Background: an optimization exercise with open tools, aiming at small area and a short achievable clock period. Do not read the settings as production practice.
No run shown here included a check of the RTL's function; only the layout flow was run.
No activity file was given, so power comes from the tool's default toggle rates.

==> flow/design.v (outline; a module is shown in full before it is edited, if it fits) <==
// module iq_comp: 629 lines
// module iq_a21o: 3 lines
// module iq_a21oi: 3 lines
// module iq_a22o: 3 lines
// module iq_a22oi: 3 lines
// module iq_a22ox2: 3 lines
// module iq_and2: 3 lines
// module iq_fa: 3 lines
// module iq_ha: 3 lines
// module iq_inv: 3 lines
// module iq_maj3: 3 lines
// module iq_mux2: 3 lines
// module iq_nand2: 3 lines
// module iq_nand2b4: 3 lines
// module iq_nor2: 3 lines
// module iq_nor2b4: 3 lines
// module iq_nor3: 3 lines
// module iq_o21ai: 3 lines
// module iq_xnor2: 3 lines
// module iq_xor2: 3 lines
// module iq_benc: 9 lines
// module iq_bencn: 9 lines
// module iq_add13: 3 lines
module iq_comp (
	input clk, RESETn,
	input freeze_iqcomp,
	input [1:0] op_mode,
	input [3:0] Ix, Qx,
	input signed [12:0] Wr_in, Wj_in,
	output reg signed [3:0] Iy, Qy,
	output wire settled,
	output reg signed [12:0] Wr, Wj
);
  // ...
==> flow/flow/run.sh <==
#!/bin/bash
# Layout flow: the standard flow, with two changes:
#  - synthesis maps the RTL's leaf modules to the cells given in
#    flow/cells_map.v (via ORFS's SYNTH_CANONICALIZE_TCL hook);
#  - port buffers are buf_1 cells.
set -euo pipefail
here=$(pwd)
export SYNTH_CANONICALIZE_TCL="$here/flow/canon.tcl"
export BUFFER_PORTS_ARGS="-buffer_cell sky130_fd_sc_hd__buf_1"
bash standard.sh > "$here/standard.log" 2>&1
==> flow/flow/canon.tcl <==
# Sourced by ORFS's synthesis canonicalize step (SYNTH_CANONICALIZE_TCL):
# replaces the leaf modules of the RTL by their cell-level views in
# cells_map.v (same functions, as sky130 cells).
set here [file dirname [file normalize [info script]]]
set f [open [file join $here leaf_modules.txt] r]
set leaves [string trim [read $f]]
close $f
foreach m $leaves {
  delete =$m
}
read_verilog [file join $here cells_map.v]
hierarchy -check -top $::env(DESIGN_NAME)
==> flow/flow/cells_map.v <==
// Generated by gen/gen10.py: cell-level views of the leaf modules of rtl/iq_comp.v

module iq_a21o (input a, b, c, output y);
sky130_fd_sc_hd__a21o_1 g (.A1(a), .A2(b), .B1(c), .X(y));
endmodule

module iq_a21oi (input a, b, c, output y);
sky130_fd_sc_hd__a21oi_1 g (.A1(a), .A2(b), .B1(c), .Y(y));
endmodule

module iq_a22o (input a, b, c, d, output y);
sky130_fd_sc_hd__a22o_1 g (.A1(a), .A2(b), .B1(c), .B2(d), .X(y));
endmodule

module iq_a22oi (input a, b, c, d, output y);
sky130_fd_sc_hd__a22oi_1 g (.A1(a), .A2(b), .B1(c), .B2(d), .Y(y));
endmodule

module iq_a22ox2 (input a, b, c, d, output y);
sky130_fd_sc_hd__a22o_2 g (.A1(a), .A2(b), .B1(c), .B2(d), .X(y));
endmodule

module iq_and2 (input a, b, output y);
sky130_fd_sc_hd__and2_1 g (.A(a), .B(b), .X(y));
endmodule

module iq_fa (input a, b, c, output s, co);
sky130_fd_sc_hd__fa_1 g (.A(a), .B(b), .CIN(c), .SUM(s), .COUT(co));
endmodule

module iq_ha (input a, b, output s, co);
sky130_fd_sc_hd__ha_1 g (.A(a), .B(b), .SUM(s), .COUT(co));
endmodule

module iq_inv (input a, output y);
sky130_fd_sc_hd__inv_1 g (.A(a), .Y(y));
endmodule

module iq_maj3 (input a, b, c, output y);
sky130_fd_sc_hd__maj3_1 g (.A(a), .B(b), .C(c), .X(y));
endmodule

module iq_mux2 (input a0, a1, s, output y);
sky130_fd_sc_hd__mux2_1 g (.A0(a0), .A1(a1), .S(s), .X(y));
endmodule

module iq_nand2 (input a, b, output y);
sky130_fd_sc_hd__nand2_1 g (.A(a), .B(b), .Y(y));
endmodule

module iq_nand2b4 (input an, b, output y);
sky130_fd_sc_hd__nand2b_4 g (.A_N(an), .B(b), .Y(y));
endmodule

module iq_nor2 (input a, b, output y);
sky130_fd_sc_hd__nor2_1 g (.A(a), .B(b), .Y(y));
endmodule

module iq_nor2b4 (input a, bn, output y);
sky130_fd_sc_hd__nor2b_4 g (.A(a), .B_N(bn), .Y(y));
endmodule

module iq_nor3 (input a, b, c, output y);
sky130_fd_sc_hd__nor3_1 g (.A(a), .B(b), .C(c), .Y(y));
endmodule

module iq_o21ai (input a, b, c, output y);
sky130_fd_sc_hd__o21ai_0 g (.A1(a), .A2(b), .B1(c), .Y(y));
endmodule

module iq_xnor2 (input a, b, output y);
sky130_fd_sc_hd__xnor2_1 g (.A(a), .B(b), .Y(y));
endmodule

module iq_xor2 (input a, b, output y);
sky130_fd_sc_hd__xor2_1 g (.A(a), .B(b), .X(y));
endmodule

module iq_benc (input [3:0] I, output [5:0] e);
wire nI0, nI1, e1n, f;
sky130_fd_sc_hd__inv_1 g0 (.A(I[0]), .Y(nI0));
sky130_fd_sc_hd__inv_4 g1 (.A(nI0), .Y(e[0]));
sky130_fd_sc_hd__inv_1 g2 (.A(I[1]), .Y(nI1));
sky130_fd_sc_hd__nor2_4 g3 (.A(nI1), .B(I[0]), .Y(e[1]));
sky130_fd_sc_hd__inv_4 g4 (.A(nI1), .Y(e[2]));
sky130_fd_sc_hd__xnor2_1 g5 (.A(I[1]), .B(I[2]), .Y(e1n));
sky130_fd_sc_hd__inv_4 g6 (.A(e1n), .Y(e[3]));
sky130_fd_sc_hd__xor2_1 g7 (.A(I[3]), .B(I[2]), .X(f));
sky130_fd_sc_hd__nor2b_4 g8 (.A(f), .B_N(e1n), .Y(e[4]));
sky130_fd_sc_hd__inv_4 g9 (.A(I[3]), .Y(e[5]));
endmodule

module iq_bencn (input [3:0] I, output [5:0] e);
wire nI0, nI1, nI3, e1n, f;
sky130_fd_sc_hd__inv_1 g0 (.A(I[0]), .Y(nI0));
sky130_fd_sc_hd__inv_4 g1 (.A(nI0), .Y(e[0]));
sky130_fd_sc_hd__inv_1 g2 (.A(I[1]), .Y(nI1));
sky130_fd_sc_hd__nor2_4 g3 (.A(nI1), .B(I[0]), .Y(e[1]));
sky130_fd_sc_hd__inv_4 g4 (.A(I[1]), .Y(e[2]));
sky130_fd_sc_hd__xnor2_1 g5 (.A(I[1]), .B(I[2]), .Y(e1n));
sky130_fd_sc_hd__inv_4 g6 (.A(e1n), .Y(e[3]));
sky130_fd_sc_hd__xor2_1 g7 (.A(I[3]), .B(I[2]), .X(f));
sky130_fd_sc_hd__nor2b_4 g8 (.A(f), .B_N(e1n), .Y(e[4]));
sky130_fd_sc_hd__inv_1 g9 (.A(I[3]), .Y(nI3));
sky130_fd_sc_hd__inv_4 g10 (.A(nI3), .Y(e[5]));
endmodule



module iq_add13(A, B, s);
  input [12:0] A;
  wire [12:0] A;
  input [12:0] B;
  wire [12:0] B;
  output [12:0] s;
  wire [12:0] s;
  wire _00_;
  wire _01_;
  wire _02_;
  wire _03_;
  wire _04_;
  wire _05_;
  wire _06_;
  wire _07_;
  wire _08_;
  wire _09_;
  wire _10_;
  wire _11_;
  wire _12_;
  wire _13_;
  wire _14_;
  wire _15_;
  wire _16_;
  wire _17_;
  wire _18_;
  wire _19_;
  wire _20_;
  wire _21_;
  wire _22_;
  wire _23_;
  wire _24_;
  wire _25_;
  wire _26_;
  wire _27_;
  wire _28_;
  wire _29_;
  wire _30_;
  wire _31_;
  wire _32_;
  wire _33_;
  wire _34_;
  wire _35_;
  wire _36_;
  wire _37_;
  wire _38_;
  sky130_fd_sc_hd__nand2_1 _39_ (
    .A(A[0]),
    .B(B[0]),
    .Y(_00_)
  );
  sky130_fd_sc_hd__xor2_1 _40_ (
    .A(A[0]),
    .B(B[0]),
    .X(s[0])
  );
  sky130_fd_sc_hd__nor2_1 _41_ (
    .A(A[11]),
    .B(B[11]),
    .Y(_01_)
  );
  sky130_fd_sc_hd__nand2_1 _42_ (
    .A(A[11]),
    .B(B[11]),
    .Y(_02_)
  );
  sky130_fd_sc_hd__and2_0 _43_ (
    .A(A[10]),
    .B(B[10]),
    .X(_03_)
  );
  sky130_fd_sc_hd__nor2_1 _44_ (
    .A(A[10]),
    .B(B[10]),
    .Y(_04_)
  );
  sky130_fd_sc_hd__nor2_1 _45_ (
    .A(_03_),
    .B(_04_),
    .Y(_05_)
  );
  sky130_fd_sc_hd__nand2_1 _46_ (
    .A(A[9]),
    .B(B[9]),
    .Y(_06_)
  );
  sky130_fd_sc_hd__or2_0 _47_ (
    .A(A[9]),
    .B(B[9]),
    .X(_07_)
  );
  sky130_fd_sc_hd__nand2_1 _48_ (
    .A(A[8]),
    .B(B[8]),
    .Y(_08_)
  );
  sky130_fd_sc_hd__xnor2_1 _49_ (
    .A(A[8]),
    .B(B[8]),
    .Y(_09_)
  );
  sky130_fd_sc_hd__and2_0 _50_ (
    .A(A[7]),
    .B(B[7]),
    .X(_10_)
  );
  sky130_fd_sc_hd__nor2_1 _51_ (
    .A(A[7]),
    .B(B[7]),
    .Y(_11_)
  );
  sky130_fd_sc_hd__and2_0 _52_ (
    .A(A[6]),
    .B(B[6]),
    .X(_12_)
  );
  sky130_fd_sc_hd__nor2_1 _53_ (
    .A(A[6]),
    .B(B[6]),
    .Y(_13_)
  );
  sky130_fd_sc_hd__nor2_1 _54_ (
    .A(_12_),
    .B(_13_),
    .Y(_14_)
  );
  sky130_fd_sc_hd__nand2_1 _55_ (
    .A(A[1]),
    .B(B[1]),
    .Y(_15_)
  );
  sky130_fd_sc_hd__nor2_1 _56_ (
    .A(A[1]),
    .B(B[1]),
    .Y(_16_)
  );
  sky130_fd_sc_hd__xor2_1 _57_ (
    .A(A[1]),
    .B(B[1]),
    .X(_17_)
  );
  sky130_fd_sc_hd__o21ai_0 _58_ (
    .A1(_00_),
    .A2(_16_),
    .B1(_15_),
    .Y(_18_)
  );
  sky130_fd_sc_hd__xnor2_1 _59_ (
    .A(A[2]),
    .B(B[2]),
    .Y(_19_)
  );
  sky130_fd_sc_hd__maj3_1 _60_ (
    .A(A[2]),
    .B(B[2]),
    .C(_18_),
    .X(_20_)
  );
  sky130_fd_sc_hd__xnor2_1 _61_ (
    .A(A[3]),
    .B(B[3]),
    .Y(_21_)
  );
  sky130_fd_sc_hd__maj3_1 _62_ (
    .A(A[3]),
    .B(B[3]),
    .C(_20_),
    .X(_22_)
  );
  sky130_fd_sc_hd__xnor2_1 _63_ (
    .A(A[4]),
    .B(B[4]),
    .Y(_23_)
  );
  sky130_fd_sc_hd__maj3_1 _64_ (
    .A(A[4]),
    .B(B[4]),
    .C(_22_),
    .X(_24_)
  );
  sky130_fd_sc_hd__xnor2_1 _65_ (
    .A(A[5]),
    .B(B[5]),
    .Y(_25_)
  );
  sky130_fd_sc_hd__maj3_1 _66_ (
    .A(A[5]),
    .B(B[5]),
    .C(_24_),
    .X(_26_)
  );
  sky130_fd_sc_hd__a21o_1 _67_ (
    .A1(_14_),
    .A2(_26_),
    .B1(_12_),
    .X(_27_)
  );
  sky130_fd_sc_hd__a211oi_1 _68_ (
    .A1(_14_),
    .A2(_26_),
    .B1(_10_),
    .C1(_12_),
    .Y(_28_)
  );
  sky130_fd_sc_hd__nor2_1 _69_ (
    .A(_11_),
    .B(_28_),
    .Y(_29_)
  );
  sky130_fd_sc_hd__o31ai_1 _70_ (
    .A1(_09_),
    .A2(_11_),
    .A3(_28_),
    .B1(_08_),
    .Y(_30_)
  );
  sky130_fd_sc_hd__o311ai_0 _71_ (
    .A1(_09_),
    .A2(_11_),
    .A3(_28_),
    .B1(_08_),
    .C1(_06_),
    .Y(_31_)
  );
  sky130_fd_sc_hd__nand2_1 _72_ (
    .A(_07_),
    .B(_31_),
    .Y(_32_)
  );
  sky130_fd_sc_hd__a31oi_1 _73_ (
    .A1(_05_),
    .A2(_07_),
    .A3(_31_),
    .B1(_03_),
    .Y(_33_)
  );
  sky130_fd_sc_hd__o21ai_0 _74_ (
    .A1(_01_),
    .A2(_33_),
    .B1(_02_),
    .Y(_34_)
  );
  sky130_fd_sc_hd__xnor2_1 _75_ (
    .A(A[12]),
    .B(B[12]),
    .Y(_35_)
  );
  sky130_fd_sc_hd__xnor2_1 _76_ (
    .A(_34_),
    .B(_35_),
    .Y(s[12])
  );
  sky130_fd_sc_hd__nor2b_1 _77_ (
    .A(_01_),
    .B_N(_02_),
    .Y(_36_)
  );
  sky130_fd_sc_hd__xnor2_1 _78_ (
    .A(_33_),
    .B(_36_),
    .Y(s[11])
  );
  sky130_fd_sc_hd__xnor2_1 _79_ (
    .A(_05_),
    .B(_32_),
    .Y(s[10])
  );
  sky130_fd_sc_hd__nand2_1 _80_ (
    .A(_06_),
    .B(_07_),
    .Y(_37_)
  );
  sky130_fd_sc_hd__xnor2_1 _81_ (
    .A(_30_),
    .B(_37_),
    .Y(s[9])
  );
  sky130_fd_sc_hd__xnor2_1 _82_ (
    .A(_09_),
    .B(_29_),
    .Y(s[8])
  );
  sky130_fd_sc_hd__or2_0 _83_ (
    .A(_10_),
    .B(_11_),
    .X(_38_)
  );
  sky130_fd_sc_hd__xnor2_1 _84_ (
    .A(_27_),
    .B(_38_),
    .Y(s[7])
  );
  sky130_fd_sc_hd__xor2_1 _85_ (
    .A(_14_),
    .B(_26_),
    .X(s[6])
  );
  sky130_fd_sc_hd__xnor2_1 _86_ (
    .A(_24_),
    .B(_25_),
    .Y(s[5])
  );
  sky130_fd_sc_hd__xnor2_1 _87_ (
    .A(_22_),
    .B(_23_),
    .Y(s[4])
  );
  sky130_fd_sc_hd__xnor2_1 _88_ (
    .A(_20_),
    .B(_21_),
    .Y(s[3])
  );
  sky130_fd_sc_hd__xnor2_1 _89_ (
    .A(_18_),
    .B(_19_),
    .Y(s[2])
  );
  sky130_fd_sc_hd__xnor2_1 _90_ (
    .A(_00_),
    .B(_17_),
    .Y(s[1])
  );
endmodule
==> flow/flow/leaf_modules.txt <==
iq_a21o iq_a21oi iq_a22o iq_a22oi iq_a22ox2 iq_and2 iq_fa iq_ha iq_inv iq_maj3 iq_mux2 iq_nand2 iq_nand2b4 iq_nor2 iq_nor2b4 iq_nor3 iq_o21ai iq_xnor2 iq_xor2 iq_benc iq_bencn iq_add13
==> flow/standard.sh <==
#!/bin/bash
# synth_recipe.tcl (not shown) runs the flow's synth.tcl, then flattens the netlist and writes it again
# the make line also repeats each setting of config.mk as NAME=value (left out here)
make -C /OpenROAD-flow-scripts/flow DESIGN_CONFIG=/design/flow/config.mk WORK_HOME=/design/flow/orfs CLKGATE_MAP_FILE= SYNTH_SCRIPT=/design/flow/synth_recipe.tcl "${@:-finish}"
==> flow/config.mk <==
export PLATFORM = sky130hd
export DESIGN_NAME = iq_comp
export DESIGN_NICKNAME = iq_comp
export VERILOG_FILES = /design/flow/design.v
export SDC_FILE = /design/flow/constraint.sdc
export NUM_CORES = 4
export LEC_CHECK = 0
export CAP_MARGIN = 20
export CORE_MARGIN = 2
export CORE_UTILIZATION = 40
export CTS_BUF_LIST = sky130_fd_sc_hd__clkbuf_8
export CTS_CLUSTER_DIAMETER = 200
export CTS_CLUSTER_SIZE = 30
export SETUP_SLACK_MARGIN = 2.0
export SLEW_MARGIN = 20
export SYNTH_HIERARCHICAL = 1
export SYNTH_MINIMUM_KEEP_SIZE = 0
==> flow/constraint.sdc <==
create_clock -name core_clock -period 8.0 [get_ports {clk}]
set_input_delay 1.6000 -clock core_clock [delete_from_list [all_inputs] [get_ports {clk}]]
set_output_delay 1.6000 -clock core_clock [all_outputs]
set_load 0.01 [all_outputs]
==> flow_summary.json, run 1 <==
{
  "status": "no timing/DRC/antenna violations",
  "synthesis.area_mm2": 0.00700,
  "min_path_cells": 2,
  "rows": 48,
  "final_cell_area_mm2": 0.00773,
  "drc": 0,
  "synth-compound-area-share_pct": 21.3,
  "r2r_start": "Qy[1]",
  "drt_iter0_markers": 394,
  "wirelength_mm": 20.2,
  "io_buffers": 73,
  "rsz0062_at_grt": "false",
  "crit_path_cell_trace": "clkbuf_2, nor2b_4, buf_12, a22o_2, a22oi_1, xnor2_1, ha_1, fa_1, fa_1, xor2_1, xor2_1, nor2_1, nor3_1, a21o_1, xor2_1, a21o_1, mux2_1",
  "wire_per_inst_um": 18.2,
  "synthArstFlopShare_pct": 0,
  "grt_max_degree": 27,
  "start_util_pct": 40.8,
  "clkCellAreaFrac_pct": 1.18,
  "numCtsBuffers": 5,
  "die_h_um": 136,
  "synth_cell_type_count": 35,
  "multi_input_area_share_pct": 77.7,
  "p_int_mw": 1.79,
  "synthXorXnorAreaFrac_pct": 24.5,
  "ir_drop_mv": 0.439,
  "p_leak_nw": 3.11,
  "reg_top3": "Wj (13), Wr (13)",
  "crit_family": "adder cells",
  "crit_cells": 17,
  "grt_overflow": 0,
  "crit_type": "in2reg",
  "multi_input_area_mm2": 0.00600,
  "areaGrowthSynthToFinish_pct": 10.4,
  "synth-seq-cells": 34,
  "cts_setup_buffers": 0,
  "worst_slew_pin_slew_ps": 650,
  "grt_pass1_vias": 6085
}
==> run 2, diff against run 1 <==
--- a/flow/config.mk
+++ b/flow/config.mk
@@ -9,8 +9,6 @@
 export CORE_MARGIN = 2
 export CORE_UTILIZATION = 40
 export CTS_BUF_LIST = sky130_fd_sc_hd__clkbuf_8
-export CTS_CLUSTER_DIAMETER = 200
-export CTS_CLUSTER_SIZE = 30
 export SETUP_SLACK_MARGIN = 2.0
 export SLEW_MARGIN = 20
 export SYNTH_HIERARCHICAL = 1
==> run 2 against run 1 <==
Effect of this change: critical path type unchanged; synthesized area did not move; critical path depth did not move; clock skew did not move; via count did not move; flip-flop and latch count did not move; critical endpoint unchanged.
==> flow_summary.json, run 2 <==
{
  "final_common_cell": "xnor2_1",
  "hold_violations": 0,
  "yosys_warnings": 7,
  "n_antenna_cell": 0,
  "min_period_over_period_pct": 70.9,
  "yosys-top-cells-area": "fa_1, xnor2_1, dfxtp_1",
  "setup_viol": 0,
  "ir_drop_mv": 0.439,
  "numCtsBuffers": 5,
  "cts_buffer_depth": 2,
  "root_buffer": "clkbuf_8",
  "crit_path_cell_trace": "clkbuf_2, nor2b_4, buf_12, a22o_2, a22oi_1, xnor2_1, ha_1, fa_1, fa_1, xor2_1, xor2_1, nor2_1, nor3_1, a21o_1, xor2_1, a21o_1, mux2_1",
  "relSlewSlack_pct": 56.6,
  "fin_worst_skew_ps": 5.80,
  "crit_required_ps": 8200,
  "track_usage_pct": 22.3,
  "synth_flop_cell": "dfxtp_1",
  "fp.dieArea_mm2": 0.0186,
  "via_per_inst": 5.48,
  "rsz0062_at_grt": "false",
  "die_width_um": 136,
  "final.setup.tns_ps": 0,
  "power_frac_clock_pct": 4.0,
  "gp_congestion": 0.843,
  "start_util_pct": 40.8,
  "synth_top_area_cell": "fa_1",
  "endpoint_kind": "register",
  "synth_area_per_cell_um2": 8.79,
  "max_clock_freq_mhz": 176,
  "place_hpwl_mm": 15.0,
  "yosysMostFrequentCell": "xnor2_1",
  "antenna_found_initial": 0,
  "max_stage_delay_ps": 590,
  "rows": 48,
  "core_area_mm2": 0.0172,
  "synthArstFlopShare_pct": 0,
  "synth_top_area_share_pct": 18.6,
  "grt_pass1_wl_mm": 32.5,
  "wirelength_mm": 20.2,
  "p_int_mw": 1.79,
  "die_h_um": 136,
  "min_period_ps": 5670,
  "netlist_instances": 796,
  "drc": 0,
  "hp-class": "reg2reg",
  "cts.sinks": 34,
  "switching_share_pct": 52.7,
  "startpoint_type": "primary input",
  "seqPwrFrac_pct": 9.3,
  "synth_edf_count": 0,
  "synth_cell_type_count": 35,
  "htree_levels": 2,
  "synthesis.area_mm2": 0.00700,
  "wire_per_inst_um": 18.2,
  "critPathMaxFanout": 13,
  "p_leak_nw": 3.11,
  "drv_slew": 0,
  "reg_top3": "Wj (13), Wr (13)",
  "tritoncts": "done",
  "io_buffers": 73,
  "grt_overflow": 0,
  "drt_iter0_markers": 394,
  "dp.cells": 1095,
  "ys_seq_area_share_pct": 9.72,
  "status": "no timing/DRC/antenna violations",
  "dr_total_vias": 6071,
  "clkSlewWorstSetupHoldPaths_ps": 80,
  "crit_type": "in2reg",
  "synth_top_cells_by_count": "xnor2_1, a22oi_1, nand2_1",
  "power_density_mw_per_mm2": 489,
  "io_pins": 74,
  "areaGrowthSynthToFinish_pct": 10.4,
  "nNetsFinal": 1015,
  "drive_gt1_share_pct": 9.17,
  "p_switching_mw": 1.99,
  "synth-seq-cells": 34,
  "comb_power_share_pct": 86.7,
  "final_antenna_net_count": 0,
  "grt_max_degree": 27,
  "mostFrequentLayoutCells": "xnor2_1, a22oi_1, nand2_1",
  "crit_slowest_cell": "fa_1",
  "clk_latency_ps": 310,
  "grt_pass1_vias": 6085,
  "fin_cells": 1108,
  "maxCapViolations": 0,
  "worst_slew_pin_slew_ps": 650,
  "firstDrtPassIters": 5,
  "hold_buffers": 0,
  "arrival_ps": 5870,
  "cp_common_cell": "xor2_1"
}
run 2: cell type report:
class / count / area [um2]
well taps: 225 / 282
clock inverters: 2 / 8.76
fillers: 1762 / 9450
flip-flops and latches: 34 / 681
inverters: 78 / 333
clock buffers: 6 / 82.6
multi-input cells: 685 / 6000
repair buffers: 78 / 342
run 2: cell families (layout without fill, tap and decap cells):
family	Yosys count	in the layout	share of synthesized area [%]
other	1	2	0.0536
xor gates and xnor gates	196	196	24.5
DFF	34	34	9.72
buffers and inverters	80	164	5.02
AOI/OAI and AO/OA	191	191	21.3
and+or+nand+nor	178	180	12.3
adders and majority gates	108	108	25.8
muxes	8	8	1.29
run 2: worst paths after layout:
path         endpoint        from  slack, ps  cells after the start
min reg2reg     Wj[0]       Wj[0]        730                      2
min             Wj[0]       Wj[0]        730                      2
max             Iy[1]  op_mode[0]       2330                     17
max reg2reg    Wr[12]       Qy[1]       3040                     13
run 2: layer usage:
layer	wire length, um	vias up	global-route usage, %
met5	0	-	0
met4	473	0	6.02
met3	1140	26	2.24
li1	-	2894	-
met2	8950	198	35.3
met1	9640	2953	32.4
run 2: timing repair:
action,CTS,global route
gates resized for setup,0,7
setup buffers,0,3
setup endpoints to repair,0,8
run 2: power by group through the flow:
stage          logic, mW  registers (mW)  clock network [mW]
3_3_place_gp        3.20           0.351                   0
6_report            3.28           0.352               0.149
3_5_place_dp        3.22           0.351                   0
2_1_floorplan       2.65           0.318                   0
4_1_cts             3.26           0.347               0.151
5_1_grt             3.68           0.355               0.157
run 2: stage by stage:
step                area (um2)  util [%]  total power [mW]  hold slack (ps)  setup slack [ps]
global placement          7560      44.0              3.55              695              1750
global route              7730      45.0              4.19              774              2020
floorplan                 7000         -              2.96              687              2600
finish                    7730      45.0              3.78              726              2330
detailed placement        7560      44.0              3.57              701              1700
CTS                       7650      44.5              3.75              722              2010
run 2: critical path: cells and delay by family:
kind / cells / cell delay, ps
buf+inv: 2 / 360
mux: 1 / 340
xor+xnor: 4 / 810
fa+ha+maj: 3 / 1330
simple gates: 3 / 470
compound gates: 4 / 950
run 2: per-module statistics from Yosys (local to each module, per instance), excerpt:
module,cells inside,flops+latches,area (um2),copies in the design
iq_fa,1,0,20.0,65
iq_add13,52,0,357,2
iq_a21oi,1,0,5.00,8
iq_a22o,1,0,8.76,26
iq_benc,10,0,75.1,3
iq_nand2,1,0,3.75,56
iq_maj3,1,0,10.0,6
iq_o21ai,1,0,5.00,14
iq_nand2b4,1,0,13.8,1
iq_nor2b4,1,0,13.8,1
iq_bencn,11,0,78.8,1
iq_a22ox2,1,0,10.0,26
iq_comp,63,34,897,1

-- separate check: timing with driven ports --
Ports are ideal in the flow. The routed layouts listed here were re-timed in OpenROAD.
Step 1 sets driving cells, clkbuf_16 on the clock port and buf_2 on the other inputs (assumed; they add their load-dependent delay and slew).
Step 2 moves the port delays by t, midway between the first and last clock arrival at a register: inputs arrive t later, outputs are due t later. That takes back most of the time a late clock gives input paths.
a / b / c = ideal ports / drivers / drivers and shift; a / b = the first two.
run | t, ns | slack for setup (ns) | worst setup path at the end
run 1 | 0.346 | 2.331 / 2.349 / 2.003 | input to register
run 2 | 0.346 | 2.331 / 2.349 / 2.003 | input to register
After both steps every run listed still meets setup and hold.
